What follows belongs to an exercise in optimizing a design on an open flow for small area; a production flow would make more cautious choices. The RTL was checked by simulation tests, not by an equivalence proof against the original design. Power figures rest on the tool's default switching activity, not on a simulated workload.

Design v_top, start of the top module:
module v_top #(
  parameter CHANNEL_NUM    = 8,
  parameter REQUEST_LINE   = 16,
  parameter CHANNEL_DEPTH  = 4,
  parameter AHB_ADDR_SIZE  = 32,
  parameter AHB_DATA_SIZE  = 32) 
(
  input  logic                     hclk,
  input  logic                     hresetn,
  input  logic                     cg_te,
  output logic                     m_hsel_o,
  output logic [AHB_ADDR_SIZE-1:0] m_haddr_o,
  output logic [AHB_DATA_SIZE-1:0] m_hwdata_o,
  input  logic [AHB_DATA_SIZE-1:0] m_hrdata_i,
  output logic                     m_hwrite_o,
  output logic               [2:0] m_hsize_o,
  output logic               [2:0] m_hburst_o,
  output logic               [3:0] m_hprot_o,
  output logic               [1:0] m_htrans_o,
  output logic                     m_hmastlock_o,
  input  logic                     m_hready_i, 
  input  logic                     m_hresp_i,
  input  logic                     s_hsel_i,
  input  logic [AHB_ADDR_SIZE-1:0] s_haddr_i,
  input  logic [AHB_DATA_SIZE-1:0] s_hwdata_i,
  output logic [AHB_DATA_SIZE-1:0] s_hrdata_o,
  input  logic                     s_hwrite_i,
  input  logic               [2:0] s_hsize_i,
  input  logic               [2:0] s_hburst_i,
  input  logic               [3:0] s_hprot_i,
  input  logic               [1:0] s_htrans_i,
  input  logic                     s_hmastlock_i ,
  output logic                     s_hreadyout_o, 
  input  logic                     s_hready_i, 
  output logic                     s_hresp_o,
  output logic                     grq_o,
  output logic                     erq_o, 
  output logic   [CHANNEL_NUM-1:0] irq_o,  
  input  logic  [REQUEST_LINE-1:0] rreq_i,
  input  logic  [REQUEST_LINE-1:0] wreq_i,
  output logic  [REQUEST_LINE-1:0] rack_o,
  output logic  [REQUEST_LINE-1:0] wack_o,
  output logic                     ready);
  logic                         channel_race;
  ...
Size: roughly 11,000 cells after synthesis, roughly 0.14 mm^2 of cells after synthesis.
clock: 12.0 ns
lec_check: 0
cap_margin: 20
core_margin: 2
core_utilization: 62
setup_slack_margin: 0.4
slew_margin: 20
standard.sh (not shown) runs the stock make flow with config.mk's settings and CLKGATE_MAP_FILE= SYNTH_SCRIPT=/design/flow/synth_recipe.tcl, a recipe that flattens the netlist after the stock synthesis.
==> flow/flow/run.sh <==
#!/bin/bash
# Layout flow: the standard flow (standard.sh) with these changes.
#  1. After the standard synthesis, the combinational logic between the
#     registers is mapped again by ABC for area (flow/area.abc). The registers
#     are left as they are: same instances, names and cells. The new netlist
#     is checked against the standard one (registers cut open, ABC proves the
#     logic equal); if that fails the standard netlist is used.
#  2. Clock tree synthesis adds no dummy loads, and uses clkbuf_8 buffers on
#     sink clusters of 14.
#  3. The buffers that placement puts on every input and output port are
#     buf_1 cells.
# Each tool's output goes to a log file of its own in this folder.
set -uo pipefail
R=orfs/results/sky130hd/v_top/base
YOSYS=$FLOW_HOME/../tools/install/yosys/bin/yosys
YABC=$FLOW_HOME/../tools/install/yosys/bin/yosys-abc
LIB=$FLOW_HOME/platforms/sky130hd/lib/sky130_fd_sc_hd__tt_025C_1v80.lib
export BUFFER_PORTS_ARGS="-buffer_cell sky130_fd_sc_hd__buf_1"
export CTS_ARGS="-sink_clustering_enable -repair_clock_nets -dont_use_dummy_load -buf_list sky130_fd_sc_hd__clkbuf_8 -sink_clustering_size 14 -sink_clustering_max_diameter 60"

bash standard.sh synth > synth.log 2>&1 || exit 1
cp $R/1_2_yosys.v standard_netlist.v

DU=""
for c in probe_p_8 probec_p_8 lpflow_bleeder_1 lpflow_clkbufkapwr_1 lpflow_clkbufkapwr_16 \
  lpflow_clkbufkapwr_2 lpflow_clkbufkapwr_4 lpflow_clkbufkapwr_8 lpflow_clkinvkapwr_1 \
  lpflow_clkinvkapwr_16 lpflow_clkinvkapwr_2 lpflow_clkinvkapwr_4 lpflow_clkinvkapwr_8 \
  lpflow_decapkapwr_12 lpflow_decapkapwr_3 lpflow_decapkapwr_4 lpflow_decapkapwr_6 \
  lpflow_decapkapwr_8 lpflow_inputiso0n_1 lpflow_inputiso0p_1 lpflow_inputiso1n_1 \
  lpflow_inputiso1p_1 lpflow_inputisolatch_1 lpflow_isobufsrc_1 lpflow_isobufsrc_16 \
  lpflow_isobufsrc_2 lpflow_isobufsrc_4 lpflow_isobufsrc_8 lpflow_isobufsrckapwr_16 \
  lpflow_lsbuf_lh_hl_isowell_tap_1 lpflow_lsbuf_lh_hl_isowell_tap_2 \
  lpflow_lsbuf_lh_hl_isowell_tap_4 lpflow_lsbuf_lh_isowell_4 lpflow_lsbuf_lh_isowell_tap_1 \
  lpflow_lsbuf_lh_isowell_tap_2 lpflow_lsbuf_lh_isowell_tap_4; do
  DU="$DU -dont_use sky130_fd_sc_hd__$c"
done

cat > remap.ys <<EOT
read_liberty -ignore_miss_func $LIB
read_verilog standard_netlist.v
hierarchy -top v_top
setattr -mod -set keep_hierarchy 1 sky130_fd_sc_hd__df* sky130_fd_sc_hd__edf* sky130_fd_sc_hd__sdf* sky130_fd_sc_hd__sedf* sky130_fd_sc_hd__dl*
flatten
blackbox sky130_fd_sc_hd__*
delete t:\$scopeinfo
opt -purge
abc -script flow/area.abc -liberty $LIB $DU
opt_clean -purge
setundef -zero
hilomap -singleton -hicell sky130_fd_sc_hd__conb_1 HI -locell sky130_fd_sc_hd__conb_1 LO
insbuf -buf sky130_fd_sc_hd__buf_4 A X
splitnets
opt_clean -purge
stat -liberty $LIB
write_verilog -noattr -noexpr -nohex -nodec remapped_netlist.v
EOT
$YOSYS -s remap.ys > remap.log 2>&1

ok=0
if [[ -s remapped_netlist.v ]]; then
  python3 flow/cutff.py standard_netlist.v gold_cut.v > cut.log 2>&1 &&
  python3 flow/cutff.py remapped_netlist.v gate_cut.v >> cut.log 2>&1 &&
  cat > equiv.ys <<EOT &&
read_liberty -ignore_miss_func $LIB
read_verilog gold_cut.v
rename v_top gold
read_verilog gate_cut.v
rename v_top gate
hierarchy -check
flatten gold gate
delete t:\$scopeinfo
opt_clean
miter -equiv -flatten gold gate miter
hierarchy -top miter
opt -fast
techmap
aigmap
write_aiger miter.aig
EOT
  $YOSYS -s equiv.ys > equiv.log 2>&1 &&
  $YABC -c "read_aiger miter.aig; strash; iprove" > iprove.log 2>&1 &&
  grep -q "UNSATISFIABLE" iprove.log && ok=1
fi
if [[ $ok == 1 ]]; then
  echo "remapped netlist proven equal; using it" > remap_result.log
  cp remapped_netlist.v $R/1_2_yosys.v
else
  echo "remapped netlist not proven equal; using the standard netlist" > remap_result.log
fi
rm -f gold_cut.v gate_cut.v miter.aig

bash standard.sh > standard.log 2>&1
==> flow/flow/area.abc <==
&get -n
&st
&deepsyn -T 120
&dch -f
&nf -a -R 1000
&st
&syn2
&dch -f
&nf -a -R 1000
&put
topo
Other scripts of this flow, unchanged in this note and not shown: flow/flow/cutff.py
The first run passed the timing, design-rule and antenna checks.
==> next run, changes <==
--- a/flow/flow/run.sh
+++ b/flow/flow/run.sh
@@ -17,5 +17,5 @@
 LIB=$FLOW_HOME/platforms/sky130hd/lib/sky130_fd_sc_hd__tt_025C_1v80.lib
 export BUFFER_PORTS_ARGS="-buffer_cell sky130_fd_sc_hd__buf_1"
-export CTS_ARGS="-sink_clustering_enable -repair_clock_nets -dont_use_dummy_load -buf_list sky130_fd_sc_hd__clkbuf_8 -sink_clustering_size 14 -sink_clustering_max_diameter 60"
+export CTS_ARGS="-sink_clustering_enable -repair_clock_nets -dont_use_dummy_load -buf_list sky130_fd_sc_hd__clkbuf_8 -sink_clustering_buffer sky130_fd_sc_hd__clkbuf_4 -sink_clustering_size 7 -sink_clustering_max_diameter 40"
 
 bash standard.sh synth > synth.log 2>&1 || exit 1
Settings changed: CORE_UTILIZATION 62 to 55.
Effect:
- The new run ran to the end with violations: antenna rules
- final cell count came out higher by 4.5%
- final area came out higher by about 0.9%
- worst hold slack is worse by 0.0094 ns
- sequential share of layout area came out lower by 0.54 points
- register-to-register slack is worse by 0.097 ns
- power came out higher by about 0.35%
- global-route usage came out lower by 6.9 points
- non-clock buffer count came out higher by 21
- first-iteration DRC count came out lower by 14%
- via count came out lower by about 3.5%
- die area came out higher by about 13%
==> next run, changes <==
--- a/flow/flow/run.sh
+++ b/flow/flow/run.sh
@@ -17,5 +17,5 @@
 LIB=$FLOW_HOME/platforms/sky130hd/lib/sky130_fd_sc_hd__tt_025C_1v80.lib
 export BUFFER_PORTS_ARGS="-buffer_cell sky130_fd_sc_hd__buf_1"
-export CTS_ARGS="-sink_clustering_enable -repair_clock_nets -dont_use_dummy_load -buf_list sky130_fd_sc_hd__clkbuf_8 -sink_clustering_buffer sky130_fd_sc_hd__clkbuf_4 -sink_clustering_size 7 -sink_clustering_max_diameter 40"
+export CTS_ARGS="-sink_clustering_enable -repair_clock_nets -dont_use_dummy_load -buf_list sky130_fd_sc_hd__clkbuf_8 -sink_clustering_size 14 -sink_clustering_max_diameter 60"
 
 bash standard.sh synth > synth.log 2>&1 || exit 1
==> flow/flow/area.abc (replaced) <==
&get -n
&st
&deepsyn -T 400
&dch -f
&nf -a -R 1000
&st
&syn2
&dch -f
&nf -a -R 1000
&put
topo
Effect: This time the run passed the timing, design-rule and antenna checks. Synthesized area is about the same. Sequential share of layout area hardly moves. Worst setup slack is better by 0.16 ns. Sequential power hardly moves. Die area stays flat. Global-route usage rose by 0.55 points. Total power fell by 15%. First-iteration DRC count rose by 4.7%. Routed wire length rose by 0.93%.
==> next run, changes <==
--- a/flow/flow/run.sh
+++ b/flow/flow/run.sh
@@ -7,7 +7,7 @@
 #     logic equal); if that fails the standard netlist is used.
 #  2. Clock tree synthesis adds no dummy loads, and uses clkbuf_8 buffers on
-#     sink clusters of 14.
+#     sink clusters of 12.
 #  3. The buffers that placement puts on every input and output port are
-#     buf_1 cells.
+#     buf_2 cells.
 # Each tool's output goes to a log file of its own in this folder.
 set -uo pipefail
@@ -16,6 +16,6 @@
 YABC=$FLOW_HOME/../tools/install/yosys/bin/yosys-abc
 LIB=$FLOW_HOME/platforms/sky130hd/lib/sky130_fd_sc_hd__tt_025C_1v80.lib
-export BUFFER_PORTS_ARGS="-buffer_cell sky130_fd_sc_hd__buf_1"
-export CTS_ARGS="-sink_clustering_enable -repair_clock_nets -dont_use_dummy_load -buf_list sky130_fd_sc_hd__clkbuf_8 -sink_clustering_size 14 -sink_clustering_max_diameter 60"
+export BUFFER_PORTS_ARGS="-buffer_cell sky130_fd_sc_hd__buf_2"
+export CTS_ARGS="-sink_clustering_enable -repair_clock_nets -dont_use_dummy_load -buf_list sky130_fd_sc_hd__clkbuf_8 -sink_clustering_size 12 -sink_clustering_max_diameter 80"
 
 bash standard.sh synth > synth.log 2>&1 || exit 1
==> flow/flow/area.abc (replaced) <==
&get -n
&st
&deepsyn -T 120
&dch -f
&nf -a -R 1000
&st
&syn2
&dch -f
&nf -a -R 1000
&put
topo
Result: Register-to-register slack loses 0.15 ns; total power grows by 18%; cell area stays flat; utilization is about the same; routed wire length shrinks by 0.65%; non-clock buffer count shrinks by 59; hold slack gains 0.042 ns; global-route usage shrinks by 0.38 points; final cell count grows by 0.61%; clock-buffer cell count grows by 23.
==> next run, changes <==
--- a/flow/flow/run.sh
+++ b/flow/flow/run.sh
@@ -7,7 +7,7 @@
 #     logic equal); if that fails the standard netlist is used.
 #  2. Clock tree synthesis adds no dummy loads, and uses clkbuf_8 buffers on
-#     sink clusters of 12.
+#     sink clusters of 14.
 #  3. The buffers that placement puts on every input and output port are
-#     buf_2 cells.
+#     buf_1 cells.
 # Each tool's output goes to a log file of its own in this folder.
 set -uo pipefail
@@ -16,6 +16,6 @@
 YABC=$FLOW_HOME/../tools/install/yosys/bin/yosys-abc
 LIB=$FLOW_HOME/platforms/sky130hd/lib/sky130_fd_sc_hd__tt_025C_1v80.lib
-export BUFFER_PORTS_ARGS="-buffer_cell sky130_fd_sc_hd__buf_2"
-export CTS_ARGS="-sink_clustering_enable -repair_clock_nets -dont_use_dummy_load -buf_list sky130_fd_sc_hd__clkbuf_8 -sink_clustering_size 12 -sink_clustering_max_diameter 80"
+export BUFFER_PORTS_ARGS="-buffer_cell sky130_fd_sc_hd__buf_1"
+export CTS_ARGS="-sink_clustering_enable -repair_clock_nets -dont_use_dummy_load -buf_list sky130_fd_sc_hd__clkbuf_8 -sink_clustering_size 14 -sink_clustering_max_diameter 60"
 
 bash standard.sh synth > synth.log 2>&1 || exit 1
Effect:
- The changed run went through all stages and came out clean
- wire length is lower by about 0.8%
- setup slack gets better by 0.070 ns
- global-route usage is lower by 0.38 points
- non-clock buffer count is lower by 22
- register-to-register slack gets better by 0.07 ns
- design area is lower by 0.56%
- synthesized area does not change
- total power is lower by 1.1%
==> next run, changes <==
Settings changed: PLACE_DENSITY set to 0.72.
Outcome: Die area is unchanged; core utilization is higher by 0.12 points; critical path depth drops by 1; power stays flat; maximum frequency climbs slightly; setup slack gains 0.089 ns; cell count hardly moves; clock skew went down by 0.0080 ns; flip-flop and latch count does not change; area after synthesis stays the same.

## exp/garnet
v_top, a different RTL version from the one above (not shown whole).
Size: about 12000 cells after synthesis, roughly 3300 flip-flops, ~310 I/O pins, ~160000 sq um of cells after synthesis.
==> flow/config.mk <==
export PLATFORM = sky130hd
export DESIGN_NAME = v_top
export DESIGN_NICKNAME = v_top
export VERILOG_FILES = /design/flow/design.v
export SDC_FILE = /design/flow/constraint.sdc
export NUM_CORES = 8
export LEC_CHECK = 0
export CAP_MARGIN = 20
export CORE_MARGIN = 2
export CORE_UTILIZATION = 65
export SLEW_MARGIN = 20
==> flow/constraint.sdc <==
create_clock -name core_clock -period 12.0 [get_ports {hclk}]
set_input_delay 2.4000 -clock core_clock [delete_from_list [all_inputs] [get_ports {hclk}]]
set_output_delay 2.4000 -clock core_clock [all_outputs]
set_load 0.01 [all_outputs]
==> flow/flow/run.sh <==
#!/bin/bash
# The standard layout (standard.sh), with clock tree synthesis told not to
# add dummy loads and given its buffer and sink clustering. make's output goes
# to standard.log; ORFS keeps each step's log under orfs/logs.
set -euo pipefail
export CTS_ARGS="-sink_clustering_enable -repair_clock_nets -dont_use_dummy_load -buf_list sky130_fd_sc_hd__clkbuf_16 -sink_clustering_size 24 -sink_clustering_max_diameter 120"
bash standard.sh > standard.log 2>&1
Inputs modified between exp/garnet and exp/harbor:
- a change of CORE_UTILIZATION from 65 to 40
==> flow/run.sh (new file) <==
#!/bin/bash
# synth_recipe.tcl (not shown) runs the flow's synth.tcl, then flattens the netlist and writes it again
# the make line also repeats each setting of config.mk as NAME=value (left out here)
make -C /OpenROAD-flow-scripts/flow DESIGN_CONFIG=/design/flow/config.mk WORK_HOME=/design/flow/orfs CLKGATE_MAP_FILE= SYNTH_SCRIPT=/design/flow/synth_recipe.tcl finish
removed: flow/flow/run.sh
removed: flow/standard.sh
Findings:
Reported for exp/harbor and exp/garnet, number of cells on the worst hold path turned out identical to the last digit.
Compared with exp/garnet, in exp/harbor design area now larger, combinational power share now smaller, first-pass GRT wire length now larger.
Going from exp/garnet to exp/harbor, required time at the worst-slack endpoint saw a decrease; combinational power saw little to no change.
Edits applied to the flow inputs when going from exp/harbor to exp/sierra:
==> flow/flow/run.sh (new file) <==
#!/bin/bash
# The standard layout (standard.sh), with clock tree synthesis told not to
# add dummy loads. make's output goes to standard.log; ORFS keeps each step's
# log under orfs/logs.
set -euo pipefail
export CTS_ARGS="-sink_clustering_enable -repair_clock_nets -dont_use_dummy_load"
bash standard.sh > standard.log 2>&1
==> flow/standard.sh (new file) <==
#!/bin/bash
# synth_recipe.tcl (not shown) runs the flow's synth.tcl, then flattens the netlist and writes it again
# the make line also repeats each setting of config.mk as NAME=value (left out here)
make -C /OpenROAD-flow-scripts/flow DESIGN_CONFIG=/design/flow/config.mk WORK_HOME=/design/flow/orfs CLKGATE_MAP_FILE= SYNTH_SCRIPT=/design/flow/synth_recipe.tcl "${@:-finish}"
removed: flow/run.sh
[summary]
The overall power consumption in exp/sierra was lower than what exp/harbor gave.
exp/harbor -> exp/sierra: core region area delta 0, exact match
On design internal power, the higher figure sits with exp/harbor, not exp/sierra.
Changes observed in exp/sierra relative to exp/harbor: final critical-path share of the clock period saw a decrease, clock-buffer cell count saw a decrease, post-layout worst setup margin saw an increase.
Vias: exp/sierra fewer than exp/harbor
Comparing register share of the cell area for exp/sierra and exp/harbor, the smaller number came from exp/harbor.
Relative to exp/sierra, the following input files were edited for exp/indigo:
- swapping 40 for 65 in CORE_UTILIZATION
==> flow/flow/run.sh <==
#!/bin/bash
# The standard layout (standard.sh), with clock tree synthesis told not to
# add dummy loads and given its buffer and sink clustering. make's output goes
# to standard.log; ORFS keeps each step's log under orfs/logs.
set -euo pipefail
export CTS_ARGS="-sink_clustering_enable -repair_clock_nets -dont_use_dummy_load -buf_list sky130_fd_sc_hd__clkbuf_8 -sink_clustering_size 12 -sink_clustering_max_diameter 80"
bash standard.sh > standard.log 2>&1
Results
Against exp/sierra, exp/indigo comes in about 0.55% lower on final-stage net count. v_engine.channels[6].v_channel.i_bsize_o[0] as the critical path capture point was reported by exp/indigo, and wack_o[0] by exp/sierra. On combined area of the multi-input logic cells, exp/indigo tracks exp/sierra almost exactly. exp/sierra has lower number of global-route vias before repair than exp/indigo. Diff exp/sierra -> exp/indigo: final clock period utilization by the worst path now sits higher, count of vias placed by the detailed router shows an increase of about 2.4%, source-to-sink clock delay at the later pin of the worst-skew pair up 160 ps. Going from exp/sierra to exp/indigo, setup slack shrinks by 420 ps. The origin of the worst setup path comes out v_ahb_master.m_hsize_o[0] in one run and v_engine.channel_select_next[2] in the other, namely in exp/sierra and exp/indigo respectively.
Modified inputs, exp/tundra compared to exp/indigo
==> flow/run.sh (new file) <==
#!/bin/bash
# synth_recipe.tcl (not shown) runs the flow's synth.tcl, then flattens the netlist and writes it again
# the make line also repeats each setting of config.mk as NAME=value (left out here)
make -C /OpenROAD-flow-scripts/flow DESIGN_CONFIG=/design/flow/config.mk WORK_HOME=/design/flow/orfs CLKGATE_MAP_FILE= SYNTH_SCRIPT=/design/flow/synth_recipe.tcl finish
removed: flow/flow/run.sh
removed: flow/standard.sh
## What came out
- Taking exp/indigo as the reference, in exp/tundra final core utilization now larger; buffering stage count on the worst path with inverters included decreased 1.
- The design area in exp/tundra was higher than what exp/indigo gave.
- Taking exp/indigo as the reference, in exp/tundra final hold slack fell by 8.6 ps; clock latency at the later pin of the worst-skew pair fell by 150 ps; fraction of area in registers fell by 2.1 points; data required time of the critical path fell by 60 ps.

what the ideal ports hide:
Ports are ideal in the flow. The routed layouts listed here were re-timed in OpenROAD. Step 1 sets driving cells, clkbuf_16 on the clock port and buf_2 on the other inputs (assumed; they add their load-dependent delay and slew). Step 2 adds t to the input delays and takes it off the output delays; t is the mean of the earliest and latest rising clock arrival at the registers after step 1. Input paths then give back, and output paths get back, about the clock's delay inside the block. Slacks: ideal / step 1 / step 2; pairs: ideal / step 1.
| run | shift t [ns] | setup WS [ns] | worst setup path after step 2 | slew at the worst register clock pin (ns) | worst slew at a driven data input, ns |
|---|---|---|---|---|---|
| the first run of note 1 | 1.239 | 0.661 / 0.661 / -0.143 | input to register | 0.11 / 0.11 | 0.16 |
| the second run of note 1 | 1.146 | 0.564 / 0.564 / 0.310 | input to register | 0.10 / 0.10 | 0.20 |
| the third run of note 1 | 1.215 | 0.726 / 0.726 / -0.367 | input to register | 0.11 / 0.11 | 0.15 |
| the fourth run of note 1 | 1.228 | 0.577 / 0.577 / 0.577 | register to register | 0.11 / 0.11 | 0.18 |
| the fifth run of note 1 | 1.207 | 0.647 / 0.647 / 0.507 | input to register | 0.11 / 0.11 | 0.19 |
| the sixth run of note 1 | 1.226 | 0.736 / 0.736 / 0.434 | input to register | 0.11 / 0.11 | 0.22 |
| exp/garnet | 0.980 | 1.627 / 1.627 / 1.627 | register to register | 0.12 / 0.12 | 0.16 |
| exp/harbor | 1.067 | 2.012 / 1.906 / 2.244 | input to register | 0.07 / 0.07 | 0.14 |
| exp/sierra | 1.039 | 2.061 / 1.957 / 2.164 | input to register | 0.07 / 0.07 | 0.13 |
| exp/indigo | 1.213 | 1.639 / 1.639 / 1.639 | register to register | 0.10 / 0.10 | 0.15 |
| exp/tundra | 1.092 | 1.567 / 1.567 / 1.567 | register to register | 0.07 / 0.07 | 0.15 |
Met with ideal ports but missed after step 2: setup timing in the first run of note 1 and the third run of note 1. For the third run of note 1, which loses most, drivers alone change the setup slack by 0.000 ns; drivers and shift together by -1.093 ns.
